This design comes from an exercise in tuning for small area, a short achievable clock period and few clock cycles on the open sky130 flow, not from production work.
At most, simulation tests tie the RTL to the original design; equivalence was not proved.
For runs 5 and 6, only the layout was checked, not whether the RTL still works.
Power figures rest on the tool's default switching activity, not on a simulated workload.

==> flow/config.mk <==
export PLATFORM = sky130hd
export DESIGN_NAME = DALU
export DESIGN_NICKNAME = DALU
export VERILOG_FILES = /design/flow/design.v
export SDC_FILE = /design/flow/constraint.sdc
export NUM_CORES = 4
export LEC_CHECK = 0
export CAP_MARGIN = 20
export CORE_MARGIN = 2
export CORE_UTILIZATION = 40
export SLEW_MARGIN = 20
==> flow/constraint.sdc <==
create_clock -name core_clock -period 10.0 [get_ports {clk}]
set_input_delay 2.0000 -clock core_clock [delete_from_list [all_inputs] [get_ports {clk}]]
set_output_delay 2.0000 -clock core_clock [all_outputs]
set_load 0.01 [all_outputs]
==> flow/design.v <==
module DALU(
	clk,
	rst,
	in_valid,
	instruction,
	out_valid,
	out
);
input clk, rst, in_valid;
input [18:0] instruction;
output reg out_valid;
output [15:0] out;
function [8:0] booth3;
	input [5:0] a;
	integer k;
	reg y1, y0, ym;
	begin
		for (k = 0; k < 3; k = k + 1) begin
			y1 = a[2*k+1];
			y0 = a[2*k];
			ym = (k == 0) ? 1'b0 : a[2*k-1];
			booth3[k] = y1 & ~(y0 & ym);
			booth3[3+k] = y0 ^ ym;
			booth3[6+k] = (y1 & ~y0 & ~ym) | (~y1 & y0 & ym);
		end
	end
endfunction
wire [2:0] op = instruction[18:16];
wire [3:0] f = instruction[3:0];
wire [5:0] si = instruction[15:10];
wire [5:0] ti = instruction[9:4];
wire [3:0] li = instruction[3:0];
wire op0 = (op == 3'd0);
wire defined = op0 ? (f <= 4'd4) : (op <= 3'd4);
wire load = in_valid & defined;
wire isop1 = (op == 3'd1);
wire isop2 = (op == 3'd2);
wire islog = op0 & ~f[2] & ~(f[1] & f[0]);
wire sub = op0 ? f[2] : op[2];
wire d0n = li[1];
wire d01 = li[0];
wire d02 = li[1] & ~li[0];
wire d1n = li[3] & ~(li[2] & li[1]);
wire d11 = li[2] ^ li[1];
wire d12 = (li[3] & ~li[2] & ~li[1]) | (~li[3] & li[2] & li[1]);
wire [6:0] tx = {ti[5], ti};
wire [6:0] p0 = ({7{d01}} & tx) | ({7{d02}} & {tx[5:0], 1'b0});
wire [6:0] p1 = ({7{d11}} & tx) | ({7{d12}} & {tx[5:0], 1'b0});
wire [10:0] m0 = {{4{p0[6]}}, p0} ^ {11{d0n}};
wire [8:0] m1 = {{2{p1[6]}}, p1} ^ {9{d1n}};
wire [5:0] lg = (f[1:0] == 2'd0) ? (si & ti) : (f[1:0] == 2'd1) ? (si | ti) : (si ^ ti);
wire [10:0] bo = (op0 | isop2) ? {{5{ti[5]}}, ti} : {instruction[9], instruction[9:0]};
wire [10:0] r1 = isop1 ? m0 : islog ? {{5{lg[5]}}, lg} : {{5{si[5]}}, si};
wire [10:0] r2 = isop1 ? {m1, 2'b00} : islog ? 11'd0 : (bo ^ {11{sub & ~isop2}});
wire [10:0] r3 = isop1 ? {8'd0, d1n, 1'b0, d0n} : isop2 ? {{7{li[3]}}, li} : {10'd0, sub & ~islog};
wire ic0 = r1[0] ^ r2[0];
wire ic1 = r1[0] & r2[0];
wire ic2 = r1[1] ^ r2[1] ^ r3[1];
wire ic3 = (r1[1] & r2[1]) | (r1[1] & r3[1]) | (r2[1] & r3[1]);
wire ic4 = r1[2] ^ r2[2] ^ r3[2];
wire ic5 = (r1[2] & r2[2]) | (r1[2] & r3[2]) | (r2[2] & r3[2]);
wire ic6 = r1[3] ^ r2[3] ^ r3[3];
wire ic7 = (r1[3] & r2[3]) | (r1[3] & r3[3]) | (r2[3] & r3[3]);
wire ic8 = r1[4] ^ r2[4] ^ r3[4];
wire ic9 = (r1[4] & r2[4]) | (r1[4] & r3[4]) | (r2[4] & r3[4]);
wire ic10 = r1[5] ^ r2[5] ^ r3[5];
wire ic11 = (r1[5] & r2[5]) | (r1[5] & r3[5]) | (r2[5] & r3[5]);
wire ic12 = r1[6] ^ r2[6] ^ r3[6];
wire ic13 = (r1[6] & r2[6]) | (r1[6] & r3[6]) | (r2[6] & r3[6]);
wire ic14 = r1[7] ^ r2[7] ^ r3[7];
wire ic15 = (r1[7] & r2[7]) | (r1[7] & r3[7]) | (r2[7] & r3[7]);
wire ic16 = r1[8] ^ r2[8] ^ r3[8];
wire ic17 = (r1[8] & r2[8]) | (r1[8] & r3[8]) | (r2[8] & r3[8]);
wire ic18 = r1[9] ^ r2[9] ^ r3[9];
wire ic19 = (r1[9] & r2[9]) | (r1[9] & r3[9]) | (r2[9] & r3[9]);
wire ic20 = r1[10] ^ r2[10] ^ r3[10];
wire ic21 = (r1[10] & r2[10]) | (r1[10] & r3[10]) | (r2[10] & r3[10]);
wire sum_0 = r3[0] ^ ic0;
wire sum_1 = r3[0] & ic0;
wire sum_2 = ic1 ^ ic2;
wire sum_3 = ic1 & ic2;
wire sum_4 = ic3 ^ ic4;
wire sum_5 = ic3 & ic4;
wire sum_6 = ic5 ^ ic6;
wire sum_7 = ic5 & ic6;
wire sum_8 = ic7 ^ ic8;
wire sum_9 = ic7 & ic8;
wire sum_10 = ic9 ^ ic10;
wire sum_11 = ic9 & ic10;
wire sum_12 = ic11 ^ ic12;
wire sum_13 = ic11 & ic12;
wire sum_14 = ic13 ^ ic14;
wire sum_15 = ic13 & ic14;
wire sum_16 = ic15 ^ ic16;
wire sum_17 = ic15 & ic16;
wire sum_18 = ic17 ^ ic18;
wire sum_19 = ic17 & ic18;
wire sum_20 = ic19 ^ ic20;
wire sum_21 = ic19 & ic20;
wire sum_22 = sum_3 | (sum_2 & sum_1);
wire sum_23 = sum_2 & sum_0;
wire sum_24 = sum_7 | (sum_6 & sum_5);
wire sum_25 = sum_6 & sum_4;
wire sum_26 = sum_11 | (sum_10 & sum_9);
wire sum_27 = sum_10 & sum_8;
wire sum_28 = sum_15 | (sum_14 & sum_13);
wire sum_29 = sum_14 & sum_12;
wire sum_30 = sum_19 | (sum_18 & sum_17);
wire sum_31 = sum_18 & sum_16;
wire sum_32 = sum_5 | (sum_4 & sum_22);
wire sum_33 = sum_4 & sum_23;
wire sum_34 = sum_24 | (sum_25 & sum_22);
wire sum_35 = sum_25 & sum_23;
wire sum_36 = sum_13 | (sum_12 & sum_26);
wire sum_37 = sum_12 & sum_27;
wire sum_38 = sum_28 | (sum_29 & sum_26);
wire sum_39 = sum_29 & sum_27;
wire sum_40 = sum_21 | (sum_20 & sum_30);
wire sum_41 = sum_20 & sum_31;
wire sum_42 = sum_9 | (sum_8 & sum_34);
wire sum_43 = sum_8 & sum_35;
wire sum_44 = sum_26 | (sum_27 & sum_34);
wire sum_45 = sum_27 & sum_35;
wire sum_46 = sum_36 | (sum_37 & sum_34);
wire sum_47 = sum_37 & sum_35;
wire sum_48 = sum_38 | (sum_39 & sum_34);
wire sum_49 = sum_39 & sum_35;
wire sum_50 = sum_17 | (sum_16 & sum_48);
wire sum_51 = sum_16 & sum_49;
wire sum_52 = sum_30 | (sum_31 & sum_48);
wire sum_53 = sum_31 & sum_49;
wire sum_54 = sum_40 | (sum_41 & sum_48);
wire sum_55 = sum_41 & sum_49;
wire sum_56 = sum_2 ^ sum_1;
wire sum_57 = sum_4 ^ sum_22;
wire sum_58 = sum_6 ^ sum_32;
wire sum_59 = sum_8 ^ sum_34;
wire sum_60 = sum_10 ^ sum_42;
wire sum_61 = sum_12 ^ sum_44;
wire sum_62 = sum_14 ^ sum_46;
wire sum_63 = sum_16 ^ sum_48;
wire sum_64 = sum_18 ^ sum_50;
wire sum_65 = sum_20 ^ sum_52;
wire [10:0] sum = {sum_65, sum_64, sum_63, sum_62, sum_61, sum_60, sum_59, sum_58, sum_57, sum_56, sum_0};
wire [10:0] b_in = isop2 ? {sum[10:8], sum[6], sum[5], sum[5:0]} : sum;
wire c_in = isop2 & (sum[6] ^ sum[5]);
wire [5:0] a_in = isop1 ? si : isop2 ? sum[5:0] : 6'd1;
always @(posedge clk) begin
	if (rst)
		out_valid <= 1'b0;
	else
		out_valid <= in_valid;
end
reg [2:0] an, a1, a2;    
reg c;                   
reg [10:0] b;            
always @(posedge clk) begin
	if (rst) begin
		an <= 3'd0;
		a1 <= 3'd0;
		a2 <= 3'd0;
		c <= 1'b0;
	end else if (load) begin
		{a2, a1, an} <= booth3(a_in);
		c <= c_in;
	end
end
always @(posedge clk) begin
	if (load)
		b <= b_in;
end
wire pr0_0 = ((a1[0] & b[0])) ^ an[0];
wire pr0_1 = ((a1[0] & b[1]) | (a2[0] & b[0])) ^ an[0];
wire pr0_2 = ((a1[0] & b[2]) | (a2[0] & b[1])) ^ an[0];
wire pr0_3 = ((a1[0] & b[3]) | (a2[0] & b[2])) ^ an[0];
wire pr0_4 = ((a1[0] & b[4]) | (a2[0] & b[3])) ^ an[0];
wire pr0_5 = ((a1[0] & b[5]) | (a2[0] & b[4])) ^ an[0];
wire pr0_6 = ((a1[0] & b[6]) | (a2[0] & b[5])) ^ an[0];
wire pr0_7 = ((a1[0] & b[7]) | (a2[0] & b[6])) ^ an[0];
wire pr0_8 = ((a1[0] & b[8]) | (a2[0] & b[7])) ^ an[0];
wire pr0_9 = ((a1[0] & b[9]) | (a2[0] & b[8])) ^ an[0];
wire pr0_10 = ((a1[0] & b[10]) | (a2[0] & b[9])) ^ an[0];
wire pr0_11 = ~(((a1[0] & b[10]) | (a2[0] & b[10])) ^ an[0]);
wire pr1_0 = ((a1[1] & b[0])) ^ an[1];
wire pr1_1 = ((a1[1] & b[1]) | (a2[1] & b[0])) ^ an[1];
wire pr1_2 = ((a1[1] & b[2]) | (a2[1] & b[1])) ^ an[1];
wire pr1_3 = ((a1[1] & b[3]) | (a2[1] & b[2])) ^ an[1];
wire pr1_4 = ((a1[1] & b[4]) | (a2[1] & b[3])) ^ an[1];
wire pr1_5 = ((a1[1] & b[5]) | (a2[1] & b[4])) ^ an[1];
wire pr1_6 = ((a1[1] & b[6]) | (a2[1] & b[5])) ^ an[1];
wire pr1_7 = ((a1[1] & b[7]) | (a2[1] & b[6])) ^ an[1];
wire pr1_8 = ((a1[1] & b[8]) | (a2[1] & b[7])) ^ an[1];
wire pr1_9 = ((a1[1] & b[9]) | (a2[1] & b[8])) ^ an[1];
wire pr1_10 = ~(((a1[1] & b[9]) | (a2[1] & b[9])) ^ an[1]);
wire pr2_0 = ((a1[2] & b[0])) ^ an[2];
wire pr2_1 = ((a1[2] & b[1]) | (a2[2] & b[0])) ^ an[2];
wire pr2_2 = ((a1[2] & b[2]) | (a2[2] & b[1])) ^ an[2];
wire pr2_3 = ((a1[2] & b[3]) | (a2[2] & b[2])) ^ an[2];
wire pr2_4 = ((a1[2] & b[4]) | (a2[2] & b[3])) ^ an[2];
wire pr2_5 = ((a1[2] & b[5]) | (a2[2] & b[4])) ^ an[2];
wire pr2_6 = ((a1[2] & b[6]) | (a2[2] & b[5])) ^ an[2];
wire pr2_7 = ((a1[2] & b[7]) | (a2[2] & b[6])) ^ an[2];
wire pr2_8 = ((a1[2] & b[8]) | (a2[2] & b[7])) ^ an[2];
wire pr2_9 = ((a1[2] & b[9]) | (a2[2] & b[8])) ^ an[2];
wire pr2_10 = ~(((a1[2] & b[9]) | (a2[2] & b[9])) ^ an[2]);
wire pc0 = an[2] ^ pr0_4;
wire pc1 = an[2] & pr0_4;
wire pc2 = pr0_5 ^ pr1_3;
wire pc3 = pr0_5 & pr1_3;
wire pc4 = pr0_6 ^ pr1_4;
wire pc5 = pr0_6 & pr1_4;
wire pc6 = pr0_7 ^ pr1_5;
wire pc7 = pr0_7 & pr1_5;
wire pc8 = pr0_8 ^ pr1_6;
wire pc9 = pr0_8 & pr1_6;
wire pc10 = pr0_9 ^ pr1_7;
wire pc11 = pr0_9 & pr1_7;
wire pc12 = pr0_10 ^ pr1_8;
wire pc13 = pr0_10 & pr1_8;
wire pc14 = ~(pr0_11 ^ pr1_9);
wire pc15 = pr0_11 | pr1_9;
wire pc16 = c ^ pr1_10;
wire pc17 = c & pr1_10;
wire pc18 = an[1] ^ pr0_2;
wire pc19 = an[1] & pr0_2;
wire pc20 = pr0_3 ^ pr1_1;
wire pc21 = pr0_3 & pr1_1;
wire pc22 = pr1_2 ^ pr2_0 ^ pc0;
wire pc23 = (pr1_2 & pr2_0) | (pr1_2 & pc0) | (pr2_0 & pc0);
wire pc24 = pr2_1 ^ pc1 ^ pc2;
wire pc25 = (pr2_1 & pc1) | (pr2_1 & pc2) | (pc1 & pc2);
wire pc26 = pr2_2 ^ pc3 ^ pc4;
wire pc27 = (pr2_2 & pc3) | (pr2_2 & pc4) | (pc3 & pc4);
wire pc28 = pr2_3 ^ pc5 ^ pc6;
wire pc29 = (pr2_3 & pc5) | (pr2_3 & pc6) | (pc5 & pc6);
wire pc30 = pr2_4 ^ pc7 ^ pc8;
wire pc31 = (pr2_4 & pc7) | (pr2_4 & pc8) | (pc7 & pc8);
wire pc32 = pr2_5 ^ pc9 ^ pc10;
wire pc33 = (pr2_5 & pc9) | (pr2_5 & pc10) | (pc9 & pc10);
wire pc34 = pr2_6 ^ pc11 ^ pc12;
wire pc35 = (pr2_6 & pc11) | (pr2_6 & pc12) | (pc11 & pc12);
wire pc36 = pr2_7 ^ pc13 ^ pc14;
wire pc37 = (pr2_7 & pc13) | (pr2_7 & pc14) | (pc13 & pc14);
wire pc38 = pr2_8 ^ pc15 ^ pc16;
wire pc39 = (pr2_8 & pc15) | (pr2_8 & pc16) | (pc15 & pc16);
wire pc40 = ~(pr2_9 ^ pc17);
wire pc41 = pr2_9 | pc17;
wire prod_0 = an[0] ^ pr0_0;
wire prod_1 = an[0] & pr0_0;
wire prod_2 = pr1_0 ^ pc18;
wire prod_3 = pr1_0 & pc18;
wire prod_4 = pc19 ^ pc20;
wire prod_5 = pc19 & pc20;
wire prod_6 = pc21 ^ pc22;
wire prod_7 = pc21 & pc22;
wire prod_8 = pc23 ^ pc24;
wire prod_9 = pc23 & pc24;
wire prod_10 = pc25 ^ pc26;
wire prod_11 = pc25 & pc26;
wire prod_12 = pc27 ^ pc28;
wire prod_13 = pc27 & pc28;
wire prod_14 = pc29 ^ pc30;
wire prod_15 = pc29 & pc30;
wire prod_16 = pc31 ^ pc32;
wire prod_17 = pc31 & pc32;
wire prod_18 = pc33 ^ pc34;
wire prod_19 = pc33 & pc34;
wire prod_20 = pc35 ^ pc36;
wire prod_21 = pc35 & pc36;
wire prod_22 = pc37 ^ pc38;
wire prod_23 = pc37 & pc38;
wire prod_24 = pc40 ^ pc39;
wire prod_25 = pc40 & pc39;
wire prod_26 = pr2_10 ^ pc41;
wire prod_27 = pr2_10 & pc41;
wire prod_28 = pr0_1 & prod_1;
wire prod_29 = pr0_1 & prod_0;
wire prod_30 = prod_5 | (prod_4 & prod_3);
wire prod_31 = prod_4 & prod_2;
wire prod_32 = prod_9 | (prod_8 & prod_7);
wire prod_33 = prod_8 & prod_6;
wire prod_34 = prod_13 | (prod_12 & prod_11);
wire prod_35 = prod_12 & prod_10;
wire prod_36 = prod_17 | (prod_16 & prod_15);
wire prod_37 = prod_16 & prod_14;
wire prod_38 = prod_21 | (prod_20 & prod_19);
wire prod_39 = prod_20 & prod_18;
wire prod_40 = prod_25 | (prod_24 & prod_23);
wire prod_41 = prod_24 & prod_22;
wire prod_42 = 1'b1 & prod_27;
wire prod_43 = 1'b1 & prod_26;
wire prod_44 = prod_3 | (prod_2 & prod_28);
wire prod_45 = prod_2 & prod_29;
wire prod_46 = prod_30 | (prod_31 & prod_28);
wire prod_47 = prod_31 & prod_29;
wire prod_48 = prod_11 | (prod_10 & prod_32);
wire prod_49 = prod_10 & prod_33;
wire prod_50 = prod_34 | (prod_35 & prod_32);
wire prod_51 = prod_35 & prod_33;
wire prod_52 = prod_19 | (prod_18 & prod_36);
wire prod_53 = prod_18 & prod_37;
wire prod_54 = prod_38 | (prod_39 & prod_36);
wire prod_55 = prod_39 & prod_37;
wire prod_56 = prod_27 | (prod_26 & prod_40);
wire prod_57 = prod_26 & prod_41;
wire prod_58 = prod_42 | (prod_43 & prod_40);
wire prod_59 = prod_43 & prod_41;
wire prod_60 = prod_7 | (prod_6 & prod_46);
wire prod_61 = prod_6 & prod_47;
wire prod_62 = prod_32 | (prod_33 & prod_46);
wire prod_63 = prod_33 & prod_47;
wire prod_64 = prod_48 | (prod_49 & prod_46);
wire prod_65 = prod_49 & prod_47;
wire prod_66 = prod_50 | (prod_51 & prod_46);
wire prod_67 = prod_51 & prod_47;
wire prod_68 = prod_23 | (prod_22 & prod_54);
wire prod_69 = prod_22 & prod_55;
wire prod_70 = prod_40 | (prod_41 & prod_54);
wire prod_71 = prod_41 & prod_55;
wire prod_72 = prod_56 | (prod_57 & prod_54);
wire prod_73 = prod_57 & prod_55;
wire prod_74 = prod_58 | (prod_59 & prod_54);
wire prod_75 = prod_59 & prod_55;
wire prod_76 = prod_15 | (prod_14 & prod_66);
wire prod_77 = prod_14 & prod_67;
wire prod_78 = prod_36 | (prod_37 & prod_66);
wire prod_79 = prod_37 & prod_67;
wire prod_80 = prod_52 | (prod_53 & prod_66);
wire prod_81 = prod_53 & prod_67;
wire prod_82 = prod_54 | (prod_55 & prod_66);
wire prod_83 = prod_55 & prod_67;
wire prod_84 = prod_68 | (prod_69 & prod_66);
wire prod_85 = prod_69 & prod_67;
wire prod_86 = prod_70 | (prod_71 & prod_66);
wire prod_87 = prod_71 & prod_67;
wire prod_88 = prod_72 | (prod_73 & prod_66);
wire prod_89 = prod_73 & prod_67;
wire prod_90 = prod_74 | (prod_75 & prod_66);
wire prod_91 = prod_75 & prod_67;
wire prod_92 = pr0_1 ^ prod_1;
wire prod_93 = prod_2 ^ prod_28;
wire prod_94 = prod_4 ^ prod_44;
wire prod_95 = prod_6 ^ prod_46;
wire prod_96 = prod_8 ^ prod_60;
wire prod_97 = prod_10 ^ prod_62;
wire prod_98 = prod_12 ^ prod_64;
wire prod_99 = prod_14 ^ prod_66;
wire prod_100 = prod_16 ^ prod_76;
wire prod_101 = prod_18 ^ prod_78;
wire prod_102 = prod_20 ^ prod_80;
wire prod_103 = prod_22 ^ prod_82;
wire prod_104 = prod_24 ^ prod_84;
wire prod_105 = prod_26 ^ prod_86;
wire prod_106 = 1'b1 ^ prod_88;
wire [15:0] prod = {prod_106, prod_105, prod_104, prod_103, prod_102, prod_101, prod_100, prod_99, prod_98, prod_97, prod_96, prod_95, prod_94, prod_93, prod_92, prod_0};
assign out = prod;
endmodule
==> flow/flow/run.sh <==
#!/bin/bash
# The standard layout, with the ports buffered by buf_2 cells and timing
# repair aiming for setup slack beyond the requirement by sizing cells only.
set -euo pipefail
bash standard.sh "BUFFER_PORTS_ARGS=-buffer_cell sky130_fd_sc_hd__buf_2" \
	SETUP_SLACK_MARGIN=4.4 SETUP_MOVE_SEQUENCE=sizeup,swap finish > standard_flow.log 2>&1
==> flow/standard.sh <==
#!/bin/bash
# synth_recipe.tcl (not shown) runs the flow's synth.tcl, then flattens the netlist and writes it again
# the make line also repeats each setting of config.mk as NAME=value (left out here)
make -C /OpenROAD-flow-scripts/flow DESIGN_CONFIG=/design/flow/config.mk WORK_HOME=/design/flow/orfs CLKGATE_MAP_FILE= SYNTH_SCRIPT=/design/flow/synth_recipe.tcl "${@:-finish}"
==> summary.txt, run 1 <==
Status - complete, no violations
Register area share after synthesis - 0.1307
Top cell type's share of synthesized area - 0.1515
Synthesized flop and latch total - 22
WL/cell - 13.92 µm
Switching part of the total - 0.4414
Setup repair bufs after CTS - 0
Overflow after GRT - 0
Vias in the first global route - 3311
First-pass GRT wire length - 15360 µm
Comb power frac - 0.649
Final Total Pwr - 629.2 µW
Xor and xnor area share after synthesis - 0.1373
Critical Path Start Type - register
Die Span X - 106.6 µm
Multiplexer share of the synthesized area - 0.03565
Nets - 599
Syn_nets - 598
Hold Buf Count CTS - 0
Setup CP Type - register to primary output
FILL cells - 1060
Fmax - 180.4 MHz
Arrival time worst endpoint - 3540 ps
Synth Area in Adders - 0.2704
Min Tclk post-route - 5543 ps
Critical path data required time - 8000 ps
Later-pin clock latency in the skew report - 260 ps
Post-synth cell types - 52
Die Y - 106.6 µm
Global-route usage over all layers - 0.1614
Share of layout cells above drive strength 1 - 0.1820
Pwr dens - 137.3 nW/µm²
Crit share post-route - 0.5543
Ys Warns - 1
Starting Density - 0.4098
Post-Route Setup TNS - 0 ps
GP Congestion - 0.8472
DRC - 0
CTS tree - done
Worst hold path type - register to register
R2r setup slk - 9060 ps
VDD IR max - 0.05716 mV
Initial antenna violation count - 0
Post-synthesis compound-gate area fraction - 0.2160
Ant. Diodes - 0
Die ar. - 11370 µm²
Clock tree buffer depth - 2
Unrepaired setup endpoints after global routing - yes
Vias per Instance - 5.346
Final HPWL DP - 7060 µm
Placed insts - 632
FF-to-FF path depth - 2
Final core occ - 0.4458
Crit path max fanout - 6
Main combinational cell family by area after synthesis - adder cells
Drt total wl - 8854 µm
Leakage - 2.052 nW
Final setup fails - 0
Most area-consuming cells after synthesis - ha_1, fa_1, xnor2_1, edfxtp_1, a22oi_1
MaxCap Viol Count - 0
Crit Reg-Reg Endpoint - a2[2]
Psw - 277.7 µW
Mapped Area - 4212 µm²
Pin count of the biggest net entering global routing - 33
I/O Pins - 39
Fin. max-slew vios - 0
Slew @ Worst Pin - 856.5 ps
R2R Path Start - a2[2]
Syn_area_per_cell - 8.423 µm²
Root Buffer - clkbuf_8
Drt first pass iters - 4
Crit path launch - b[4]
Placeable Area - 10280 µm²
Register share of total power - 0.235
Post-Syn Instances - 500
FF/Latch Area - 559.3 µm²
Endpoints failing hold - 0
Htree depth - 1
Clock power share - 0.117
Area of the multi-input gates - 3342 µm²
Internal power - 351.5 µW
Crit path to - out[9]
CTS Buf Count - 3
CP Capture Type - primary output
Area grow syn2layout - 8.794%
Worst Skew - 0 ps
Slew headroom - 0.4284
Vias - 3400
Initial DRC count - 188
I/O Buffers - 38
Clock sink total - 22
Layout Cells excl Fill - 636
Area leader, netlist - ha_1
CTS clock-pin slew for the worst setup and hold paths - 80 ps
Post-route antenna net violation count - 0
Simple-gate share of the synthesized area - 0.1019
Number of placement rows - 37
## registers in the layout, indices dropped and copies added (netlist names)
| signal | flops |
|---|---|
| a1 | 3 |
| out_valid | 1 |
| b | 11 |
| an | 3 |
| a2 | 3 |
| c | 1 |
## critical path, stage by stage (launching register included)
cell	delay, ps
edfxtp_1	500
a22oi_2	210
xnor2_1	90
ha_1	300
inv_2	40
fa_1	530
inv_1	60
ha_1	280
o211ai_1	110
o21ai_2	130
a21o_1	220
a21o_1	190
fa_2	330
xor2_1	160
buf_2	140
## cells in the mapped netlist, drive strengths merged
cell type / n
nor3b: 2
o41a: 1
o31ai: 2
a21oi: 20
o31a: 1
nand3: 2
inv: 57
nor2: 26
clkbuf: 16
nand4: 1
a31oi: 6
ha: 51
o32ai: 1
fa: 25
a22o: 1
a21o: 3
o311ai: 1
o221ai: 1
dfxtp: 11
o22ai: 7
or4: 1
o211ai: 7
nor4: 1
o21ai: 28
nor3: 4
xnor2: 40
and2: 5
xor2: 26
and3: 1
nand2b: 6
a211oi: 11
edfxtp: 11
or2: 4
or3: 2
nor2b: 3
nand2: 32
o21a: 3
buf: 26
a22oi: 39
mux2i: 15
## layer usage
| metal | share of wire | routed length, µm | vias up | global-route usage |
|---|---|---|---|---|
| met5 | 0 | 0 | - | 0 |
| met4 | 0.0044 | 39 | 0 | 0.01299 |
| met3 | 0.027 | 242 | 5 | 0.01337 |
| met2 | 0.50 | 4396 | 41 | 0.2880 |
| met1 | 0.47 | 4176 | 1645 | 0.2215 |
| li1 | - | - | 1709 | - |
## logic make-up (layout without fill, tap and decap cells)
kind of cell | Yosys count | in the layout
xor gates and xnor gates | 66 | 66
and+or+nand+nor | 90 | 90
adders and majority gates | 76 | 76
buffers and inverters | 99 | 99
muxes | 15 | 15
DFF | 22 | 22
AOI/OAI and AO/OA | 132 | 132
## final cells by class
class,instances,area share
timing repair buffer,38,0.05025
inverter,57,0.04670
multi-input combinational,379,0.7294
sequential,22,0.1221
tap,136,0.03714
clock buffer,4,0.01447
## power groups by stage
stage / Clock (mW) / Combinational, mW / Sequential [mW]
floorplan: 0 / 0.353 / 0.135
global placement: 0 / 0.384 / 0.148
detailed placement: 0 / 0.392 / 0.148
CTS: 0.0752 / 0.398 / 0.147
global route: 0.0782 / 0.468 / 0.151
finish: 0.0733 / 0.408 / 0.148
## how the worst min path moves through the flow
| stage | start | to | slack, ps | cells after the start |
|---|---|---|---|---|
| after floorplan | a2[0] | a2[0] | 460 | 2 |
| after global placement | c | c | 500 | 2 |
| after detailed placement | c | c | 490 | 2 |
| after CTS | c | c | 510 | 2 |
| after global routing | c | c | 540 | 2 |
| final | c | c | 510 | 2 |
## what timing repair did
action / in CTS / in global routing
resized for setup: 19 / 40
pin swaps: 3 / 17
gates cloned: 0 / 0
endpoints found under the setup margin: 14 / 11
hold endpoints to repair: 0 / 0
## metrics by stage
stage | hold WS, ps | setup WS (ps) | cell area (µm²)
3_3_place_gp | 501.4 | 3839 | 4330
5_1_grt | 544.8 | 4297 | 4582
2_1_floorplan | 457.4 | 4445 | 4213
3_5_place_dp | 495.0 | 3748 | 4330
4_1_cts | 507.8 | 4396 | 4458
6_report | 505.8 | 4457 | 4582
## cells in the final DEF, fill, tap and decap left out, drive strengths merged, types with 2 or more instances in the layout
| cell | count |
|---|---|
| nand2 | 32 |
| mux2i | 15 |
| nor3 | 4 |
| nor2 | 26 |
| or2 | 4 |
| dfxtp | 11 |
| fa | 25 |
| and2 | 5 |
| a21oi | 20 |
| nor3b | 2 |
| ha | 51 |
| a211oi | 11 |
| xor2 | 26 |
| o22ai | 7 |
| xnor2 | 40 |
| nor2b | 3 |
| o21a | 3 |
| a22oi | 39 |
| o21ai | 28 |
| or3 | 2 |
| o31ai | 2 |
| clkbuf | 5 |
| a21o | 3 |
| buf | 37 |
| inv | 57 |
| edfxtp | 11 |
| a31oi | 6 |
| o211ai | 7 |
| nand2b | 6 |
| nand3 | 2 |
Testbench counts, summed over its fixed seeds: cycles 32,000.
==> run 2: changes to the inputs <==
--- a/flow/config.mk
+++ b/flow/config.mk
@@ -7,5 +7,5 @@
 export LEC_CHECK = 0
 export CAP_MARGIN = 20
 export CORE_MARGIN = 2
-export CORE_UTILIZATION = 40
+export CORE_UTILIZATION = 70
 export SLEW_MARGIN = 20
==> run 2 against run 1 <==
Die area shrank 41%. Synthesized cell count did not move. First-iteration DRC count shrank 19%. Combinational power is essentially flat. Highest routed layer unchanged.
==> summary.txt, run 2 <==
Critical Path Start Type - register
Htree depth - 1
Crit path max fanout - 6
Min Tclk post-route - 5557 ps
Vias in the first global route - 3266
Post-Syn Instances - 500
Post-synth cell types - 52
Comb power frac - 0.661
Final setup fails - 0
Commonest cells after routing, fill and taps aside - inv_1, ha_1, xnor2_1, a22oi_1, buf_2
Initial antenna violation count - 0
Endpoints failing hold - 0
Top cell type's share of synthesized area - 0.1515
Area grow syn2layout - 5.377%
Syn_nets - 598
Initial DRC count - 153
Synthesized flop and latch total - 22
DRC - 0
Internal power - 342.5 µW
Crit path launch - b[4]
Ys Warns - 1
Slew @ Worst Pin - 811.6 ps
Mapped Area - 4212 µm²
Slew headroom - 0.4584
Post-synth top cells - inv_1, ha_1, xnor2_1
Clock sink total - 22
Most common cell after layout, fill and taps aside - inv_1
Critical path data required time - 8000 ps
I/O Buffers - 38
GP Congestion - 0.9413
Nets - 599
Vias - 3426
Top_reg_cell synth - edfxtp_1
Global-route usage over all layers - 0.2687
Unrepaired setup endpoints after global routing - yes
Placeable Area - 5851 µm²
Die Span X - 81.57 µm
Post-Route Setup TNS - 0 ps
Die Y - 81.57 µm
Crit path to - out[15]
Fin. max-slew vios - 0
Switching part of the total - 0.4487
EDFF count, synth - 11
Crit Reg-Reg Endpoint - an[2]
Worst hold path type - register to register
Status - complete, no violations
Syn_area_per_cell - 8.423 µm²
Count leader, synth - inv_1
R2R Path Start - an[2]
Root Buffer - clkbuf_8
Final core occ - 0.7586
Starting Density - 0.7198
Max reg flops - 11
Share of layout cells above drive strength 1 - 0.1640
CP Capture Type - primary output
CTS tree - done
CTS clock-pin slew for the worst setup and hold paths - 70 ps
Pin count of the biggest net entering global routing - 33
First-pass GRT wire length - 14240 µm
Register share of total power - 0.237
Vias per Instance - 5.958
Hold Buf Count CTS - 0
Most area-consuming cells after synthesis - ha_1, fa_1, xnor2_1, edfxtp_1, a22oi_1
Post-route antenna net violation count - 0
MaxCap Viol Count - 0
Clock tree buffer depth - 2
I/O Pins - 39
Die ar. - 6653 µm²
Reg with most FFs - b
FF-to-FF path depth - 2
WL/cell - 15.10 µm
Worst Skew - 0 ps
CTS Buf Count - 3
Area leader, netlist - ha_1
Drt first pass iters - 5
Number of placement rows - 28
R2r setup slk - 8920 ps
Asr flop ratio synth - 0
Leakage - 2.041 nW
Final HPWL DP - 6925 µm
VDD IR max - 0.1042 mV
Overflow after GRT - 0
Clock power share - 0.101
Fmax - 180.0 MHz
Later-pin clock latency in the skew report - 260 ps
Crit share post-route - 0.5557
Arrival time worst endpoint - 3560 ps
Pwr dens - 140.0 nW/µm²
Ant. Diodes - 0
Setup CP Type - register to primary output
Register area share after synthesis - 0.1307
Drt total wl - 8685 µm
Psw - 278.7 µW
==> run 2: cell counts after synthesis <==
Identical to the previous run, type by type.
==> run 2: layout make-up <==
type	count	area [µm²]
Sequential cell	22	558.0
Clock buffer	4	55.05
Inverter	57	214.0
Tap cell	75	93.84
Timing Repair Buffer	38	207.7
Multi-Input combinational cell	379	3309
Fill cell	447	1413
==> run 2: worst min path at each step <==
stage | from | to | cells after the start
after floorplan | a2[0] | a2[0] | 2
after global placement | c | c | 2
after detailed placement | c | c | 2
after CTS | c | c | 2
after global routing | c | c | 2
final | c | c | 2
==> run 2: cells by family (layout without fill, tap and decap cells) <==
group,count (synthesis),after routing,synth area share
compound gates,132,132,0.2160
xor+xnor,66,66,0.1373
fa+ha+maj,76,76,0.2704
buf+inv,99,99,0.1081
flops,22,22,0.1307
mux,15,15,0.03565
simple gates,90,90,0.1019
==> run 2: power groups by stage <==
stage          clock [mW]  sequential [mW]  combinational [mW]
2_1_floorplan           0            0.135               0.353
3_3_place_gp            0            0.147               0.377
3_5_place_dp            0            0.147               0.394
4_1_cts            0.0631            0.146               0.398
5_1_grt            0.0669            0.150               0.464
6_report           0.0630            0.147               0.411
==> run 2: critical path: stages (launching register included) <==
cell and delay [ps]:
edfxtp_1 490, a22oi_2 250, xnor2_2 100, ha_1 300
inv_1 50, fa_1 530, inv_1 60, ha_1 270
o211ai_1 100, o21ai_2 120, o31ai_4 290, o21ai_2 120
or3_1 330, a31oi_1 160, buf_2 150
==> run 2: metrics by stage <==
step           hold slack [ps]  setup WS (ps)  power, mW  cells  instance area, µm²
6_report                 513.4           4443     0.6212    575                4438
5_1_grt                  541.4           4266     0.6808    575                4438
4_1_cts                  517.7           4395     0.6071    575                4365
3_5_place_dp             507.3           3792     0.5408    571                4254
3_3_place_gp             506.1           3898     0.5236    571                4254
2_1_floorplan            457.4           4445     0.4886    500                4213
==> run 2: what timing repair did <==
action                     4_1_cts  5_1_grt
setup buffers                    0        0
pin swaps                        3        5
resized for setup               18       20
setup endpoints to repair       12       12
==> run 2: layer usage <==
metal	part of all wire	track usage	up-vias
met4	0.015	0.1000	0
met1	0.43	0.3164	1596
met3	0.032	0.008791	13
li1	-	-	1721
met2	0.52	0.5139	96
met5	0	0	-
==> run 3: changes to the inputs <==
==> flow/flow/run.sh (replaced) <==
#!/bin/bash
# The standard layout, with the ports buffered by buf_2 cells and timing
# repair aiming for setup slack beyond the requirement (sizeup,swap).
set -euo pipefail
bash standard.sh "BUFFER_PORTS_ARGS=-buffer_cell sky130_fd_sc_hd__buf_2" \
	SETUP_SLACK_MARGIN=4.4 SETUP_MOVE_SEQUENCE=sizeup,swap finish > standard_flow.log 2>&1
--- a/flow/config.mk
+++ b/flow/config.mk
@@ -5,6 +5,7 @@
 export SDC_FILE = /design/flow/constraint.sdc
 export NUM_CORES = 4
 export LEC_CHECK = 0
+export ABC_AREA = 1
 export CAP_MARGIN = 20
 export CORE_MARGIN = 2
 export CORE_UTILIZATION = 70
==> run 3 against run 2 <==
Still clean. Area after synthesis is 2.7% higher. Clock skew did not move. Sequential power decreased by 12%. Synthesized cell count grew 22%. Via count rose by 22%. Count of clock-buffer cells in the layout is the same. Critical endpoint is now out[9]. Largest power group unchanged. Highest routed layer unchanged.
==> summary.txt, run 3 <==
Status - complete, no violations
First-pass GRT wire length - 16570 µm
Reg with most FFs - b
Most common cell after layout, fill and taps aside - nand2_1
Post-Route Setup TNS - 0 ps
Max reg flops - 11
Pin count of the biggest net entering global routing - 25
Die Span X - 82.62 µm
Unrepaired setup endpoints after global routing - yes
Switching part of the total - 0.4980
Final setup fails - 0
Crit Reg-Reg Endpoint - an[2]
Die ar. - 6826 µm²
Area grow syn2layout - 7.432%
Ys Warns - 1
Clock sink total - 22
I/O Pins - 39
Initial DRC count - 340
Min Tclk post-route - 5450 ps
Fmax - 183.5 MHz
FILL cells - 439
Fin. max-slew vios - 0
Critical path data required time - 8000 ps
Mapped Area - 4327 µm²
Overflow after GRT - 0
Syn_nets - 709
Leakage - 2.487 nW
Nets - 726
Post-route antenna net violation count - 0
Vias per Instance - 5.966
CTS Buf Count - 3
Internal power - 350.0 µW
Drt first pass iters - 5
MaxCap Viol Count - 0
Global-route usage over all layers - 0.3153
Worst Hold Endpoint - c
CTS clock-pin slew for the worst setup and hold paths - 70 ps
Slew @ Worst Pin - 612.4 ps
Post-Syn Instances - 611
Worst hold path type - register to register
Post-synth cell types - 43
Crit share post-route - 0.5450
Most area-consuming cells after synthesis - ha_1, fa_1, nand2_1, inv_1, xor2_1
FF-to-FF path depth - 2
I/O Buffers - 38
Final HPWL DP - 8671 µm
Area leader, netlist - ha_1
Commonest cells after routing, fill and taps aside - nand2_1, inv_1, ha_1, xor2_1, a21oi_1
Arrival time worst endpoint - 3450 ps
Share of layout cells above drive strength 1 - 0.1467
Initial antenna violation count - 0
Asr flop ratio synth - 0
WL/cell - 15.49 µm
Register area share after synthesis - 0.1272
Setup repair bufs after CTS - 0
EDFF count, synth - 11
Psw - 347.2 µW
Hold Path Depth - 2
Root Buffer - clkbuf_8
Comb power frac - 0.734
VDD IR max - 0.1458 mV
Worst Skew - 0 ps
GP Congestion - 1.004
DRC - 0
Later-pin clock latency in the skew report - 260 ps
Crit path max fanout - 10
Endpoints failing hold - 0
Hold_ws - 489.0 ps
Number of placement rows - 28
Clock tree buffer depth - 2
Count leader, synth - nand2_1
Drt total wl - 10870 µm
Critical Path Start Type - register
Vias - 4188
Clock power share - 0.079
Ant. Diodes - 0
CP Capture Type - primary output
R2R Path Start - an[2]
Top_reg_cell synth - edfxtp_1
R2r setup slk - 8950 ps
Syn_area_per_cell - 7.081 µm²
Starting Density - 0.7265
CTS tree - done
Pwr dens - 150.0 nW/µm²
Placeable Area - 5956 µm²
Hold Startpoint - c
Slew headroom - 0.5912
Htree depth - 1
Post-synth top cells - nand2_1, inv_1, ha_1
Synthesized flop and latch total - 22
Final core occ - 0.7805
Setup CP Type - register to primary output
Register share of total power - 0.187
Vias in the first global route - 3746
Die Y - 82.62 µm
Top cell type's share of synthesized area - 0.1475
## run 3: changes by cell type in the layout (fill, tap and decap cells not counted), moves of 14 or more
cell and delta:
a22oi_1 -36, o21ai_0 +14, o22ai_1 +25, xnor2_1 -28
a21oi_1 +18, nand3_1 +23, mux2i_1 -15, inv_1 +42
nand2_1 +82, xor2_1 +15
## run 3: cell families (layout without fill, tap and decap cells)
logic type | Yosys count | after routing | share of synthesized area
flip-flops | 22 | 22 | 0.1272
AND/OR/NAND/NOR | 181 | 181 | 0.1761
buffers and inverters | 144 | 160 | 0.1440
XOR/XNOR | 52 | 52 | 0.1053
adder cells (fa/ha/maj) | 76 | 76 | 0.2632
AO/OA/AOI/OAI | 136 | 136 | 0.1842
## run 3: per-layer routing
layer	global-route usage	vias up	routed length, µm
li1	-	2019	-
met5	0	-	0
met3	0.02935	49	738
met2	0.6210	235	5637
met1	0.3209	1885	3956
met4	0.1738	0	541
## run 3: power groups by stage
| stage | logic (mW) | clock network, mW | registers, mW |
|---|---|---|---|
| 2_1_floorplan | 0.421 | 0 | 0.125 |
| 3_3_place_gp | 0.460 | 0 | 0.130 |
| 3_5_place_dp | 0.484 | 0 | 0.130 |
| 4_1_cts | 0.489 | 0.0535 | 0.128 |
| 5_1_grt | 0.588 | 0.0592 | 0.132 |
| 6_report | 0.512 | 0.0551 | 0.130 |
## run 3: through the flow
| stage | instances | area, µm² | worst slack (ps) | power, mW |
|---|---|---|---|---|
| 2_1_floorplan | 611 | 4327 | 4631 | 0.5463 |
| 3_3_place_gp | 698 | 4431 | 4055 | 0.5907 |
| 3_5_place_dp | 698 | 4431 | 3892 | 0.6141 |
| 4_1_cts | 702 | 4507 | 4393 | 0.6705 |
| 5_1_grt | 702 | 4648 | 4266 | 0.7785 |
| 6_report | 702 | 4648 | 4550 | 0.6972 |
## run 3: final cells by class
| type | instances | area (µm²) | area share |
|---|---|---|---|
| inverters | 118 | 473.0 | 0.1017 |
| multi-input cells | 445 | 3272 | 0.7039 |
| clock buffers | 4 | 45.04 | 0.009690 |
| flip-flops and latches | 22 | 554.3 | 0.1192 |
| well taps | 75 | 93.84 | 0.02019 |
| repair buffers | 38 | 210.2 | 0.04522 |
## run 3: worst max-delay path: stages (launching register included)
cell and delay (ps):
dfxtp_1 370, clkinvlp_4 220, o22ai_2 190, xor2_1 170, ha_1 270, fa_1 460
ha_1 330, a21oi_1 140, a21boi_2 200, nand2_2 140, fa_1 400, xor2_1 160
buf_2 140
## run 3: how the worst max path moves through the flow
| stage | end | start | slack (ps) | cells after the start |
|---|---|---|---|---|
| floorplan | a1[2] | instruction[1] | 4630 | 19 |
| global placement | a1[2] | instruction[17] | 4060 | 20 |
| detailed placement | a1[2] | instruction[17] | 3890 | 20 |
| CTS | a1[2] | instruction[1] | 4390 | 21 |
| global route | out[9] | a2[1] | 4270 | 12 |
| finish | out[9] | a2[1] | 4550 | 12 |
## run 3: repair_timing
item                       4_1_cts  5_1_grt
hold buffers                     0        0
setup endpoints to repair        5       12
resized for setup               10       56
pin swaps                        0       14
==> run 4: changes to the inputs <==
--- a/flow/config.mk
+++ b/flow/config.mk
@@ -5,8 +5,8 @@
 export SDC_FILE = /design/flow/constraint.sdc
 export NUM_CORES = 4
 export LEC_CHECK = 0
-export ABC_AREA = 1
 export CAP_MARGIN = 20
 export CORE_MARGIN = 2
 export CORE_UTILIZATION = 70
+export CTS_BUF_LIST = sky130_fd_sc_hd__clkbuf_8
 export SLEW_MARGIN = 20
==> run 4 against run 3 <==
Fmax is 1.9% lower. Highest routed layer unchanged. Global-route usage is 4.7 points lower. Core utilization is 2.2 points lower. Worst setup slack worse by 110 ps. Final cell count is 18% lower. Critical endpoint is now out[15]. Synthesized cell count is 18% lower.
==> summary.txt, run 4 <==
Status - complete, no violations
Synthesized flop and latch total - 22
Setup CP Type - register to primary output
DP Worst Slack - 3792 ps
Synth Area in Adders - 0.2704
CTS Buf Count - 3
VDD IR max - 0.1042 mV
Drt total wl - 8685 µm
Comb power frac - 0.661
Setup repair bufs after CTS - 0
Area grow syn2layout - 5.377%
Max reg flops - 11
Vias - 3426
Fmax - 180.0 MHz
I/O Buffers - 38
Register share of total power - 0.237
CP Capture Type - primary output
Global-route usage over all layers - 0.2687
Register area share after synthesis - 0.1307
CP peak stage delay - 530 ps
Commonest cells after routing, fill and taps aside - inv_1, ha_1, xnor2_1, a22oi_1, buf_2
Hold Buf Count CTS - 0
Slew @ Worst Pin - 811.6 ps
Critical path data required time - 8000 ps
GP Congestion - 0.9413
Final HPWL DP - 6925 µm
Drt first pass iters - 5
Switching part of the total - 0.4487
Nets - 599
R2r setup slk - 8920 ps
Crit path launch - b[4]
Most area-consuming cells after synthesis - ha_1, fa_1, xnor2_1, edfxtp_1, a22oi_1
Cell family with most CP delay - adder cells
Top layer reached by signal wires - met4
Main combinational cell family by area after synthesis - adder cells
EDFF count, synth - 11
Placed cell area - 4254 µm²
CTS clock-pin slew for the worst setup and hold paths - 70 ps
Die ar. - 6653 µm²
Pin count of the biggest net entering global routing - 33
Share of layout cells above drive strength 1 - 0.1640
R2R Path Start - an[2]
Clock power share - 0.101
Crit path max fanout - 6
Top_reg_cell synth - edfxtp_1
Internal power - 342.5 µW
Count leader, synth - inv_1
Vias per Instance - 5.958
Die Span X - 81.57 µm
Overflow after GRT - 0
Die Y - 81.57 µm
Multiplexer share of the synthesized area - 0.03565
Worst hold path type - register to register
Simple-gate share of the synthesized area - 0.1019
Ant. Diodes - 0
Post-synth top cells - inv_1, ha_1, xnor2_1
Slew headroom - 0.4584
Clock tree buffer depth - 2
Hold Path Depth - 2
Clock sink total - 22
Post-synth cell types - 52
Asr flop ratio synth - 0
Worst Skew - 0 ps
Reg with most FFs - b
Design Area, Final - 4438 µm²
Hold_ws - 513.4 ps
Later-pin clock latency in the skew report - 260 ps
FF-to-FF path depth - 2
Hold Startpoint - c
Root Buffer - clkbuf_8
WL/cell - 15.10 µm
Met3 WL post-DR - 279 µm
First-pass GRT wire length - 14240 µm
Worst-path cell chain - a22oi_2, xnor2_2, ha_1, inv_1, fa_1, inv_1, ha_1, o211ai_1, o21ai_2, o31ai_4, o21ai_2, or3_1, a31oi_1, buf_2
Xor and xnor area share after synthesis - 0.1373
Post-route antenna net violation count - 0
Leakage - 2.041 nW
Crit share post-route - 0.5557
Setup ws final - 4443 ps
Post-Syn Instances - 500
Htree depth - 1
Top cell type's share of synthesized area - 0.1515
Final core occ - 0.7586
Fin. max-slew vios - 0
Number of placement rows - 28
Arrival time worst endpoint - 3560 ps
Mapped Area - 4212 µm²
Initial antenna violation count - 0
Unrepaired setup endpoints after global routing - yes
Syn_nets - 598
CTS tree - done
I/O Pins - 39
Most common cell after layout, fill and taps aside - inv_1
Post-Route Setup TNS - 0 ps
DRC - 0
Final setup fails - 0
Min Tclk post-route - 5557 ps
Critical path depth - 14
Placeable Area - 5851 µm²
Critical Path Start Type - register
Initial DRC count - 153
Endpoints failing hold - 0
Area leader, netlist - ha_1
Vias in the first global route - 3266
Starting Density - 0.7198
Slowest CP cell - fa_1
Crit path buf inv count - 3
Pwr dens - 140.0 nW/µm²
Ys Warns - 1
Post-synthesis compound-gate area fraction - 0.2160
Psw - 278.7 µW
M1 WL - 3714 µm
Syn_area_per_cell - 8.423 µm²
MaxCap Viol Count - 0
Met2 wire len - 4559 µm
-- run 4: changes by cell type in the layout (fill, tap and decap cells not counted), moves of 7 or more --
cell     change
a21oi_1     -18
a22oi_1     +36
inv_1       -42
inv_2        -7
inv_4        -7
mux2i_1     +15
nand2_1     -82
nand3_1     -23
o21ai_0     -14
o22ai_1     -25
xnor2_1     +28
xor2_1      -15
-- run 4: cell families after synthesis --
| logic type | count (synthesis) |
|---|---|
| muxes | 15 |
| AOI/OAI and AO/OA | 132 |
| xor gates and xnor gates | 66 |
| and+or+nand+nor | 90 |
| buffers and inverters | 99 |
| DFF | 22 |
| adders and majority gates | 76 |
-- run 4: power by group through the flow --
stage                     sequential [mW]  clock [mW]  combinational [mW]
after floorplan                     0.135           0               0.353
after global placement              0.147           0               0.377
after detailed placement            0.147           0               0.394
after CTS                           0.146      0.0631               0.398
after global routing                0.150      0.0669               0.464
final                               0.147      0.0630               0.411
-- run 4: stage by stage --
| step | total power, mW | std cells |
|---|---|---|
| detailed placement | 0.5408 | 571 |
| global placement | 0.5236 | 571 |
| floorplan | 0.4886 | 500 |
| finish | 0.6212 | 575 |
| CTS | 0.6071 | 575 |
| global route | 0.6808 | 575 |
-- run 4: worst reg2reg max path: cells and delay by family (launching register included) --
kind	cells	cell delay (ps)
multiplexers	1	150
flip-flops	1	770
AND/OR/NAND/NOR	1	110
-- run 4: repair_timing --
action                                  4_1_cts  5_1_grt
endpoints found under the setup margin       12       12
pin swaps                                     3        5
cloned                                        0        0
resized for setup                            18       20
-- run 4: area by class of cell --
cell class / count / area [µm²]
Clock buffer: 4 / 55.05
Fill cell: 447 / 1413
Inverter: 57 / 214.0
Multi-Input combinational cell: 379 / 3309
Sequential cell: 22 / 558.0
Tap cell: 75 / 93.84
Timing Repair Buffer: 38 / 207.7
-- run 4: per-layer routing --
| layer | up-vias | GRT usage |
|---|---|---|
| li1 | 1721 | - |
| met1 | 1596 | 0.3164 |
| met2 | 96 | 0.5139 |
| met3 | 13 | 0.008791 |
| met4 | 0 | 0.1000 |
| met5 | - | 0 |
-- run 4: final timing paths --
check | end
max reg2reg | an[2]
min | c
max | out[15]
min reg2reg | c
==> run 5: changes to the inputs <==
--- a/flow/design.v
+++ b/flow/design.v
@@ -151,20 +151,20 @@
 	else
 		out_valid <= in_valid;
 end
-reg [2:0] an, a1, a2;    
+reg [5:0] a;             
 reg c;                   
 reg [10:0] b;            
 always @(posedge clk) begin
 	if (rst) begin
-		an <= 3'd0;
-		a1 <= 3'd0;
-		a2 <= 3'd0;
+		a <= 6'd0;
 		c <= 1'b0;
 	end else if (load) begin
-		{a2, a1, an} <= booth3(a_in);
+		a <= a_in;
 		c <= c_in;
 	end
 end
+wire [2:0] an, a1, a2;
+assign {a2, a1, an} = booth3(a);
 always @(posedge clk) begin
 	if (load)
 		b <= b_in;
--- a/flow/config.mk
+++ b/flow/config.mk
@@ -8,5 +8,4 @@
 export CAP_MARGIN = 20
 export CORE_MARGIN = 2
 export CORE_UTILIZATION = 70
-export CTS_BUF_LIST = sky130_fd_sc_hd__clkbuf_8
 export SLEW_MARGIN = 20
==> run 5 against run 4 <==
Count of clock-buffer cells in the layout decreased by 1. Hold slack worse by 12 ps. Global-route usage is 0.30 points lower. Final cell count up 1.7%. Fmax shrank 1.4%. Critical path depth down 1. Largest power group unchanged.
==> summary.txt, run 5 <==
Top_reg_cell synth - edfxtp_1
Critical path data required time - 8000 ps
Post-Route Setup TNS - 0 ps
GP Congestion - 0.9167
Post-Syn Instances - 509
Post-route antenna net violation count - 0
Syn_area_per_cell - 8.254 µm²
Pwr dens - 183.6 nW/µm²
FF-to-FF path depth - 2
Fmax - 177.4 MHz
Top cell type's share of synthesized area - 0.1519
Multiplexer share of the synthesized area - 0.03335
Setup CP Type - register to primary output
CTS clock-pin slew for the worst setup and hold paths - 70 ps
Register area share after synthesis - 0.1167
Main combinational cell family by area after synthesis - adder cells
Htree depth - 1
Starting Density - 0.7181
Comb power frac - 0.766
Reg with most FFs - b
Die ar. - 6638 µm²
Unrepaired setup endpoints after global routing - yes
R2r setup slk - 8910 ps
Commonest cells after routing, fill and taps aside - ha_1, inv_1, nand2_1, buf_2, xnor2_1
CP Capture Type - primary output
Register share of total power - 0.169
Pin count of the biggest net entering global routing - 33
Most area-consuming cells after synthesis - ha_1, fa_1, edfxtp_1, xnor2_1, xor2_1
Ys Warns - 1
CTS tree - done
Layout Cells excl Fill - 585
Vias per Instance - 5.901
Die Y - 81.48 µm
Later-pin clock latency in the skew report - 250 ps
Worst hold path type - register to register
Switching part of the total - 0.4854
CTS Buf Count - 3
Number of placement rows - 28
Crit path max fanout - 15
Critical Path Start Type - register
MaxCap Viol Count - 0
Mapped Area - 4202 µm²
Internal power - 417.9 µW
Post-synthesis compound-gate area fraction - 0.2266
Placeable Area - 5851 µm²
DRC - 0
Clock sink total - 19
Final HPWL DP - 6888 µm
Psw - 394.2 µW
Initial antenna violation count - 0
Arrival time worst endpoint - 3640 ps
Synthesized flop and latch total - 19
Drt total wl - 8479 µm
Clock tree buffer depth - 2
Endpoints failing hold - 0
Crit share post-route - 0.5636
Worst Skew - 0 ps
VDD IR max - 0.1541 mV
Asr flop ratio synth - 0
Final setup fails - 0
I/O Pins - 39
Ant. Diodes - 0
Crit Reg-Reg Endpoint - a[0]
Final Total Pwr - 812.1 µW
Slew headroom - 0.3556
Initial DRC count - 96
Syn_nets - 606
Count leader, synth - ha_1
Largest registers - b (11), a (6)
Vias - 3452
First-pass GRT wire length - 14120 µm
Slew @ Worst Pin - 966.7 ps
Hold Startpoint - c
EDFF count, synth - 11
Global-route usage over all layers - 0.2658
Final core occ - 0.7560
Placed cell area - 4243 µm²
Post-synth top cells - ha_1, inv_1, nand2_1
R2R Path Start - a[0]
Die Span X - 81.48 µm
Fin. max-slew vios - 0
Max reg flops - 11
Area leader, netlist - ha_1
Status - complete, no violations
I/O Buffers - 38
Drt first pass iters - 4
Most common cell after layout, fill and taps aside - ha_1
Nets - 608
Share of layout cells above drive strength 1 - 0.1471
Leakage - 2.034 nW
Clock power share - 0.064
Design Area, Final - 4423 µm²
Xor and xnor area share after synthesis - 0.1355
Min Tclk post-route - 5636 ps
WL/cell - 14.49 µm
Area grow syn2layout - 5.271%
Crit path launch - a[1]
Overflow after GRT - 0
Post-synth cell types - 56
Crit path to - out[14]
Simple-gate share of the synthesized area - 0.1209
Placed insts - 581
Vias in the first global route - 3165
Synth Area in Adders - 0.2662
Root Buffer - clkbuf_8
==> run 5: cell types whose count changed in the layout (fill, tap and decap cells not counted), moves of 7 or more <==
cell | previous run | this run
inv_1 | 57 | 46
a22oi_1 | 36 | 29
o21ai_0 | 21 | 28
nand2_1 | 29 | 45
o31ai_1 | 0 | 12
==> run 5: cell families after synthesis <==
group	Yosys count
simple gates	107
buf+inv	89
fa+ha+maj	75
flops	19
compound gates	140
xor+xnor	65
mux	14
==> run 5: worst min path at each step <==
stage	to	slack (ps)	cells after the start
after floorplan	a[0]	480	2
after global placement	c	500	2
after detailed placement	c	500	2
after CTS	c	510	2
after global routing	c	540	2
final	c	500	2
==> run 5: cell type report <==
cell class / count / area, µm²
multi-input combinational: 401 / 3407
sequential: 19 / 495.5
timing repair buffer: 38 / 192.7
inverter: 48 / 187.7
tap: 75 / 93.84
clock buffer: 3 / 41.29
clock inverter: 1 / 5.005
fill: 452 / 1428
==> run 5: what timing repair did <==
action | CTS | global route
pin swaps | 4 | 1
endpoints found under the setup margin | 12 | 11
setup buffers | 0 | 0
hold buffers | 0 | 0
gates resized for setup | 22 | 8
==> run 5: critical path, stage by stage, from the launching register on <==
cell and delay [ps]:
dfxtp_4 480, nand2_2 90, o21ai_4 280, a22oi_2 100, xnor2_1 140, ha_1 290, fa_1 480, ha_4 310
o211ai_1 110, o211a_1 290, o31ai_4 260, nand2_1 140, a211o_1 270, buf_2 140
==> run 5: power by group through the flow <==
stage          clock network, mW  registers, mW  logic (mW)
2_1_floorplan                  0          0.126       0.541
3_3_place_gp                   0          0.136       0.571
3_5_place_dp                   0          0.136       0.587
4_1_cts                   0.0526          0.136       0.612
5_1_grt                   0.0552          0.139       0.705
6_report                  0.0523          0.137       0.622
==> run 5: per-stage QoR <==
| stage | setup WS (ps) | hold slack (ps) |
|---|---|---|
| after CTS | 4361 | 505.9 |
| final | 4364 | 501.7 |
| after detailed placement | 3952 | 495.2 |
| after global placement | 4086 | 495.7 |
| after floorplan | 4567 | 476.7 |
| after global routing | 4184 | 544.4 |
==> run 5: per-layer routing <==
layer	global-route usage	part of all wire	vias to the layer above
met5	0	0	-
met4	0.07966	0.025	0
met3	0.008791	0.026	17
met2	0.5246	0.52	60
met1	0.3072	0.42	1606
li1	-	-	1769
==> run 6: changes to the inputs <==
--- a/flow/design.v
+++ b/flow/design.v
@@ -33,10 +33,11 @@
 wire op0 = (op == 3'd0);
 wire defined = op0 ? (f <= 4'd4) : (op <= 3'd4);
 wire load = in_valid & defined;
-wire isop1 = (op == 3'd1);
-wire isop2 = (op == 3'd2);
+wire isop1 = op[0] & ~op[1];
+wire isop2 = op[1] & ~op[0];
 wire islog = op0 & ~f[2] & ~(f[1] & f[0]);
-wire sub = op0 ? f[2] : op[2];
+wire sub = op[2] | (op0 & f[2]);
+wire selt = ~op[0] & ~op[2];    
 wire d0n = li[1];
 wire d01 = li[0];
 wire d02 = li[1] & ~li[0];
@@ -49,7 +50,7 @@
 wire [10:0] m0 = {{4{p0[6]}}, p0} ^ {11{d0n}};
 wire [8:0] m1 = {{2{p1[6]}}, p1} ^ {9{d1n}};
 wire [5:0] lg = (f[1:0] == 2'd0) ? (si & ti) : (f[1:0] == 2'd1) ? (si | ti) : (si ^ ti);
-wire [10:0] bo = (op0 | isop2) ? {{5{ti[5]}}, ti} : {instruction[9], instruction[9:0]};
+wire [10:0] bo = selt ? {{5{ti[5]}}, ti} : {instruction[9], instruction[9:0]};
 wire [10:0] r1 = isop1 ? m0 : islog ? {{5{lg[5]}}, lg} : {{5{si[5]}}, si};
 wire [10:0] r2 = isop1 ? {m1, 2'b00} : islog ? 11'd0 : (bo ^ {11{sub & ~isop2}});
 wire [10:0] r3 = isop1 ? {8'd0, d1n, 1'b0, d0n} : isop2 ? {{7{li[3]}}, li} : {10'd0, sub & ~islog};
@@ -151,20 +152,15 @@
 	else
 		out_valid <= in_valid;
 end
-reg [5:0] a;             
+reg [2:0] an, a1, a2;    
 reg c;                   
 reg [10:0] b;            
 always @(posedge clk) begin
-	if (rst) begin
-		a <= 6'd0;
-		c <= 1'b0;
-	end else if (load) begin
-		a <= a_in;
-		c <= c_in;
+	if (load | rst) begin
+		{a2, a1, an} <= booth3(a_in) & {9{~rst}};
+		c <= c_in & ~rst;
 	end
 end
-wire [2:0] an, a1, a2;
-assign {a2, a1, an} = booth3(a);
 always @(posedge clk) begin
 	if (load)
 		b <= b_in;
==> run 6 against run 5 <==
Still clean on timing, DRC and antenna. Highest routed layer unchanged. Synthesized cell count down 4.1%. Global-route usage shrank 0.67 points. Critical endpoint is now out[9]. Sequential power rose by about 30%.
==> summary.txt, run 6 <==
Status - complete, no violations
Clock tree buffer depth - 2
Mapped Area - 4195 µm²
Starting Density - 0.7171
I/O Buffers - 38
Top_reg_cell synth - edfxtp_1
Endpoints failing hold - 0
Syn_nets - 586
Unrepaired setup endpoints after global routing - yes
Register area share after synthesis - 0.1551
CTS clock-pin slew for the worst setup and hold paths - 70 ps
VDD IR max - 0.4769 mV
Synthesized flop and latch total - 22
Most area-consuming cells after synthesis - ha_1, edfxtp_1, fa_1, xnor2_1, a22oi_1
Busiest grt layer - met2
Simple-gate share of the synthesized area - 0.1059
Clock power share - 0.049
Post-synth cell types - 47
Post-synthesis compound-gate area fraction - 0.2040
Post-Syn Instances - 488
Met3 Usage GRT - 0.007692
Placeable Area - 5851 µm²
Setup CP Type - register to primary output
Ys Warns - 1
Count leader, synth - inv_1
Overflow after GRT - 0
Critical path depth - 15
WL/cell - 14.70 µm
Pin count of the biggest net entering global routing - 33
FILL cells - 451
MaxCap Viol Count - 0
Initial antenna violation count - 0
Psw - 772.3 µW
EDFF count, synth - 21
Area leader, netlist - ha_1
Crit path max fanout - 12
Final HPWL DP - 6738 µm
Area grow syn2layout - 7.009%
Post-route antenna net violation count - 0
Share of layout cells above drive strength 1 - 0.1527
Slew @ Worst Pin - 631.7 ps
Drt first pass iters - 5
Final setup fails - 0
Crit path to - out[9]
Slew headroom - 0.5789
Top cell type's share of synthesized area - 0.1521
First-pass GRT wire length - 13900 µm
Hold Buf Count CTS - 0
Leakage - 2.027 nW
Max reg flops - 11
Setup repair bufs after CTS - 0
Clock sink total - 22
Commonest cells after routing, fill and taps aside - inv_1, ha_1, xnor2_1, a22oi_1, buf_2
Switching part of the total - 0.4758
Xor and xnor area share after synthesis - 0.1357
Critical path data required time - 8000 ps
Register share of total power - 0.110
Number of placement rows - 28
CP Capture Type - primary output
Reg with most FFs - b
Ant. Diodes - 0
Die Span X - 81.42 µm
Slowest CP cell - edfxtp_1
Initial DRC count - 112
Hold_ws - 2001 ps
Drt total wl - 8319 µm
Multiplexer share of the synthesized area - 0.02625
Vias in the first global route - 3199
Main combinational cell family by area after synthesis - adder cells
Syn_area_per_cell - 8.597 µm²
Critical Path Start Type - register
GR Layer Usage met2 - 0.5131
Post-synth top cells - inv_1, ha_1, a22oi_1
Post-Route Setup TNS - 0 ps
Crit share post-route - 0.5720
Worst hold path type - input port to register
Vias per Instance - 6.141
Pwr dens - 361.5 nW/µm²
Min Tclk post-route - 5720 ps
Cell family with most CP delay - adder cells
Fmax - 174.8 MHz
Crit path buf inv count - 3
Internal power - 850.8 µW
CTS Buf Count - 3
CP peak stage delay - 580 ps
Synth Area in Adders - 0.2714
Htree depth - 1
Asr flop ratio synth - 0
Nets - 590
Met1 usage - 0.2926
Worst-path cell chain - a22oi_2, xnor2_1, ha_1, inv_1, fa_1, inv_1, ha_1, nand2_1, a21oi_1, or2_4, a21o_1, a21o_1, fa_2, xor2_1, buf_2
Global-route usage over all layers - 0.2591
Die ar. - 6628 µm²
Most common cell after layout, fill and taps aside - inv_1
I/O Pins - 39
CTS tree - done
GP Congestion - 0.9848
Die Y - 81.42 µm
Crit path launch - a1[0]
DRC - 0
Vias - 3476
Arrival time worst endpoint - 3720 ps
Fin. max-slew vios - 0
Comb power frac - 0.841
Root Buffer - clkbuf_8
-- run 6: changes by cell type after synthesis, sizes merged, moves of 4 or more --
cell and delta:
a21oi -4, a22oi +9, dfxtp -7, edfxtp +10, inv +5, nand2 -20, nand2b -5, nor2b +8
o31ai -11, xnor2 +4, xor2 -4
-- run 6: how the worst min path moves through the flow --
stage,from,to,slack [ps],cells past startpoint
6_report,in_valid,out_valid,2000,2
3_3_place_gp,in_valid,out_valid,2260,2
2_1_floorplan,rst,out_valid,2070,1
5_1_grt,in_valid,out_valid,1990,2
3_5_place_dp,in_valid,out_valid,2260,2
4_1_cts,in_valid,out_valid,1990,2
-- run 6: metal layers --
layer / routed length [µm] / vias to the layer above / part of all wire
li1: - / 1698 / -
met1: 3362 / 1648 / 0.40
met2: 4419 / 112 / 0.53
met3: 333 / 18 / 0.040
met4: 204 / 0 / 0.025
met5: 0 / - / 0
-- run 6: cells by family (layout without fill, tap and decap cells) --
logic type | count (synthesis) | in the layout
AO/OA/AOI/OAI | 129 | 129
buffers and inverters | 94 | 97
AND/OR/NAND/NOR | 91 | 91
adder cells (fa/ha/maj) | 76 | 76
XOR/XNOR | 65 | 65
flip-flops | 22 | 22
multiplexers | 11 | 11
-- run 6: cell type report --
type,instances,area (µm²),share of cell area
Multi-Input combinational cell,372,3252,0.7244
Sequential cell,22,650.6,0.1449
Timing Repair Buffer,40,222.7,0.04961
Inverter,53,198.9,0.04431
Tap cell,75,93.84,0.02090
Clock buffer,3,41.29,0.009197
Clock inverter,1,30.03,0.006689
-- run 6: timing repair --
action / 4_1_cts / 5_1_grt
endpoints found under the setup margin: 11 / 16
resized for setup: 12 / 24
pin swaps: 8 / 12
-- run 6: power by group through the flow --
| stage | Clock [mW] | Combinational (mW) | Sequential (mW) |
|---|---|---|---|
| floorplan | 0 | 1.27 | 0.152 |
| global placement | 0 | 1.26 | 0.176 |
| detailed placement | 0 | 1.29 | 0.177 |
| CTS | 0.0806 | 1.34 | 0.176 |
| global route | 0.0834 | 1.58 | 0.182 |
| finish | 0.0799 | 1.36 | 0.178 |
-- run 6: per-stage QoR --
step	util	setup WS, ps	total power [mW]	instances	cell area (µm²)
detailed placement	0.7301	3804	1.466	562	4272
global placement	0.7301	3912	1.436	562	4272
floorplan	-	4401	1.422	488	4200
global route	0.7673	4066	1.845	566	4489
finish	0.7673	4280	1.623	566	4489
CTS	0.7502	4216	1.600	566	4389

static timing again, ports no longer ideal:
The results above use ideal ports. As a check the final layouts listed here were re-extracted and re-timed, cells and wires unchanged.
Step 1 (the two cells are an assumption about what drives the block):
set clk [get_ports {clk}]
set_driving_cell -lib_cell sky130_fd_sc_hd__clkbuf_16 $clk
set_driving_cell -lib_cell sky130_fd_sc_hd__buf_2 [delete_from_list [all_inputs] $clk]
Step 2 also shifts input and output timing later by t, the mid clock arrival at the registers, as if the neighbouring blocks saw the same clock.
Three values: no drivers, after step 1, after step 2; two values: the first two.
run | shift t [ns] | slack for setup (ns) | hold slack, ns | clock arrival spread, ns | worst data-port slew with drivers (ns)
run 1 | 0.286 | 4.457 / 4.433 / 4.195 | 0.506 / 0.506 / 0.506 | 0.002 / 0.001 | 0.05
run 2 | 0.285 | 4.443 / 4.418 / 4.195 | 0.513 / 0.513 / 0.513 | 0.007 / 0.008 | 0.04
run 3 | 0.287 | 4.550 / 4.522 / 4.318 | 0.489 / 0.489 / 0.489 | 0.002 / 0.001 | 0.04
run 4 | 0.285 | 4.443 / 4.418 / 4.195 | 0.513 / 0.513 / 0.513 | 0.007 / 0.008 | 0.04
run 5 | 0.277 | 4.364 / 4.340 / 4.361 | 0.502 / 0.502 / 0.502 | 0.003 / 0.003 | 0.03
run 6 | 0.278 | 4.280 / 4.259 / 4.275 | 2.001 / 2.002 / 2.280 | 0.002 / 0.002 | 0.04
After both steps setup and hold are still met in every run listed. The setup slack of run 1, which loses most, moves by -0.024 ns with the drivers and by -0.262 ns with both steps.
